This is an optimization exercise on Yosys and OpenROAD, whose aim is small area, a short achievable clock period and few clock cycles per item, not a production implementation. The clock port is modelled as an ideal driver, which makes a skipped or thinned clock tree look cheaper than it is; a real chip needs a root buffer or a tree. No activity file was given, so power comes from the tool's default toggle rates.

JK:
==> flow/design.v <==
module AEC(clk, rst, ascii_in, ready, valid, result);
input clk;
input rst;
input ready;
input [7:0] ascii_in;
output valid;
output [6:0] result;
localparam [3:0] OP_NOP  = 4'b0000;     
localparam [3:0] OP_EQ   = 4'b0010;
localparam [3:0] OP_LP   = 4'b0001;     
localparam [3:0] OP_LPT  = 4'b0011;     
localparam [3:0] OP_RP   = 4'b0100;
localparam [3:0] OP_MUL  = 4'b0110;
localparam [3:0] OP_ADD  = 4'b1000;
localparam [3:0] OP_SUB  = 4'b1001;
reg       c_dig;
reg [3:0] c_v;
wire is_eq  = ~c_dig & (c_v == OP_EQ);
wire is_lp  = ~c_dig & ~c_v[3] & c_v[0];
wire is_lpt = ~c_dig & ~c_v[3] & c_v[1] & c_v[0];
wire is_rp  = ~c_dig & (c_v == OP_RP);
wire is_as  = ~c_dig & c_v[3];
wire is_sub = ~c_dig & c_v[3] & c_v[0];
wire is_open = ~c_dig & ~c_v[3] & ~c_v[2] & (c_v[0] | ~c_v[1]);   
wire a_grp = ~ascii_in[6] & ~ascii_in[4];           
wire a_num = ~ascii_in[6] &  ascii_in[4] & ~(ascii_in[3] & ascii_in[2]);
wire a_eq  = ~ascii_in[6] &  ascii_in[4] &   ascii_in[3] & ascii_in[2];
wire a_dig = ascii_in[6] | a_num;
wire [3:0] a_val = ascii_in[6] ? ascii_in[3:0] + 4'd9 : ascii_in[3:0];
reg  [3:0] a_op;
always @* begin
    case (ascii_in[2:0])
        3'b000:  a_op = is_open ? OP_LPT : OP_LP;
        3'b001:  a_op = OP_RP;
        3'b010:  a_op = OP_MUL;
        3'b011:  a_op = OP_ADD;
        default: a_op = OP_SUB;
    endcase
    if (!a_grp)
        a_op = a_eq ? OP_EQ : OP_NOP;
end
reg       out_v;
wire      clr = ~c_dig & (c_v == OP_NOP);
always @(posedge clk) begin
    if (rst || is_eq || out_v) begin
        c_dig <= 1'b0;
        c_v   <= OP_NOP;
    end else begin
        c_dig <= a_dig;
        c_v   <= a_dig ? a_val : a_op;
    end
end
reg [6:0] S, M;
reg [5:0] mark;                  
reg [1:0] sp;                    
reg [6:0] DS0, DS1, DS2;         
reg [6:0] DK1, DK2;
reg [6:0] K;
wire [6:0] ctxK = (sp == 2'd1) ? 7'd1 : (sp == 2'd2) ? DK1 : DK2;
wire [6:0] ctxS = (sp == 2'd1) ? DS0 : (sp == 2'd2) ? DS1 : DS2;
wire [6:0] sum  = S + M;
wire [6:0] pp0 = c_v[0] ? M : 7'd0;
wire [6:0] pp1 = c_v[1] ? {M[5:0], 1'b0} : 7'd0;
wire [6:0] pp2 = c_v[2] ? {M[4:0], 2'b0} : 7'd0;
wire [6:0] pp3 = c_v[3] ? {M[3:0], 3'b0} : 7'd0;
wire [6:0] prod = (pp0 + pp1) + (pp2 + pp3);
wire push = is_lp & ~is_lpt;
wire pop  = is_rp & ~mark[0];
always @(posedge clk) begin
    if (clr) begin
        S <= 7'd0;
        M <= 7'd1;
        K <= 7'd1;
        sp <= 2'd0;
    end else begin
        if (c_dig)
            M <= prod;
        if (is_eq)
            S <= sum;
        if (is_as) begin
            S <= sum;
            M <= is_sub ? -K : K;
        end
        if (push) begin
            S <= 7'd0;
            K <= M;
            sp <= sp + 2'd1;
        end
        if (is_rp) begin
            S <= pop ? ctxS : 7'd0;
            M <= sum;
        end
        if (pop) begin
            sp <= sp - 2'd1;
            K <= ctxK;
        end
    end
end
always @(posedge clk) begin
    if (is_lp)
        mark <= {mark[4:0], is_lpt};
    else if (is_rp)
        mark <= {1'b1, mark[5:1]};
end
always @(posedge clk) begin
    if (push) begin
        if (sp == 2'd0) DS0 <= S;
        if (sp == 2'd1) begin DS1 <= S; DK1 <= K; end
        if (sp == 2'd2) begin DS2 <= S; DK2 <= K; end
    end
end
always @(posedge clk) begin
    out_v <= is_eq & ~rst;
end
assign valid = out_v;
assign result = S;
endmodule
clock: 10.0 ns
lec_check: 0
cap_margin: 20
core_margin: 2
core_utilization: 40
slew_margin: 20
standard.sh (not shown) runs the stock make flow with config.mk's settings and CLKGATE_MAP_FILE= SYNTH_SCRIPT=/design/flow/synth_recipe.tcl, a recipe that flattens the netlist after the stock synthesis.
==> flow/flow/run.sh <==
#!/bin/bash
# Standard ORFS layout, with:
#  - synthesis leaving adders to ABC (area script) instead of mapping them
#    onto the library's full/half-adder cells; same registers,
#  - ports buffered with buf_4 cells,
#  - a tighter setup target for repair_timing,
#  - the clock distributed by flow/cts_hook.tcl (one level of equal
#    buffers) instead of TritonCTS's two-level tree.
# Clock period and SDC are unchanged.
set -euo pipefail
bash standard.sh SETUP_SLACK_MARGIN=${MARGIN:-7.3} ADDER_MAP_FILE= ABC_AREA=1 \
  PRE_CTS_TCL=$PWD/flow/cts_hook.tcl \
  "BUFFER_PORTS_ARGS=-buffer_cell sky130_fd_sc_hd__buf_4" finish > std_flow.log 2>&1
Other scripts of this flow, unchanged in this note and not shown: flow/flow/cts_hook.tcl
JK ended with every stage complete and zero timing, DRC or antenna violations.
What MS does differently from JK at the input level:
--- a/flow/design.v
+++ b/flow/design.v
@@ -40,7 +40,7 @@
         a_op = a_eq ? OP_EQ : OP_NOP;
 end
 reg       out_v;
-wire      clr = ~c_dig & (c_v == OP_NOP);
+reg       clr;
 always @(posedge clk) begin
     if (rst || is_eq || out_v) begin
         c_dig <= 1'b0;
@@ -66,35 +66,25 @@
 wire [6:0] prod = (pp0 + pp1) + (pp2 + pp3);
 wire push = is_lp & ~is_lpt;
 wire pop  = is_rp & ~mark[0];
+wire       s_en = clr | is_as | is_eq | push | is_rp;
+wire [6:0] s_d  = (is_as | is_eq) ? sum : pop ? ctxS : 7'd0;
+wire       m_en = clr | c_dig | is_as | is_rp;
+wire [6:0] m_d  = clr ? 7'd1 : c_dig ? prod : is_as ? (is_sub ? -K : K) : sum;
+wire       k_en = clr | push | pop;
+wire [6:0] k_d  = clr ? 7'd1 : push ? M : ctxK;
 always @(posedge clk) begin
-    if (clr) begin
-        S <= 7'd0;
-        M <= 7'd1;
-        K <= 7'd1;
+    if (s_en)
+        S <= s_d;
+    if (m_en)
+        M <= m_d;
+    if (k_en)
+        K <= k_d;
+    if (clr)
         sp <= 2'd0;
-    end else begin
-        if (c_dig)
-            M <= prod;
-        if (is_eq)
-            S <= sum;
-        if (is_as) begin
-            S <= sum;
-            M <= is_sub ? -K : K;
-        end
-        if (push) begin
-            S <= 7'd0;
-            K <= M;
-            sp <= sp + 2'd1;
-        end
-        if (is_rp) begin
-            S <= pop ? ctxS : 7'd0;
-            M <= sum;
-        end
-        if (pop) begin
-            sp <= sp - 2'd1;
-            K <= ctxK;
-        end
-    end
+    else if (push)
+        sp <= sp + 2'd1;
+    else if (pop)
+        sp <= sp - 2'd1;
 end
 always @(posedge clk) begin
     if (is_lp)
@@ -111,6 +101,7 @@
 end
 always @(posedge clk) begin
     out_v <= is_eq & ~rst;
+    clr <= is_eq | rst;
 end
 assign valid = out_v;
 assign result = S;
--- outcome ---
The routed length on met2 number comes out higher for MS vs JK. Compared with JK, MS shows a sequential cell power that is 6.9% lower. In MS relative to JK, fmax had gone down slightly. Across both runs, leakage power was higher for MS than for JK. When MS is measured against JK, its overall track demand over capacity in global routing turns out 0.84 points lower. Number of unique standard cell types used by synthesis: MS vs JK up 1. Delta (MS minus JK): antenna diode instance count held steady; combinational group share of total power went down; clock transition at the register clock pins on the worst setup and hold paths after CTS essentially unchanged; total power decreased by 100 µW relative to the old numbers. Compared to JK, MS was floorplanned on a bigger die. MS ended with more filler cell count in the final layout than JK. Re horizontal extent of the die: MS is about 1.5% up on JK. Setup slack, JK and MS, lower one = MS.
No run of this note included a check of the RTL's function; only the layout flow was run. No run of this note takes its clock network from TritonCTS; it comes from the design's own scripts or RTL.

[re-timing with driven ports]
No port has a modelled driver above. Below, the same layouts with a new extraction and two added sets of constraints.
Step 1 sets driving cells, clkbuf_16 on the clock port and buf_2 on the other inputs (assumed; they add their load-dependent delay and slew).
Step 2 moves the port delays by t, midway between the first and last clock arrival at a register: inputs arrive t later, outputs are due t later. That takes back most of the time a late clock gives input paths.
a / b / c = ideal ports / drivers / drivers and shift; a / b = the first two.
run	t (ns)	setup slack, ns	pins driven straight from the clock port
JK	0.216	7.296 / 7.234 / 7.166	3
MS	0.215	7.259 / 7.200 / 7.161	3
After both steps every run listed still meets setup and hold. For JK, which loses most, drivers alone change the setup slack by -0.062 ns; drivers and shift together by -0.130 ns.
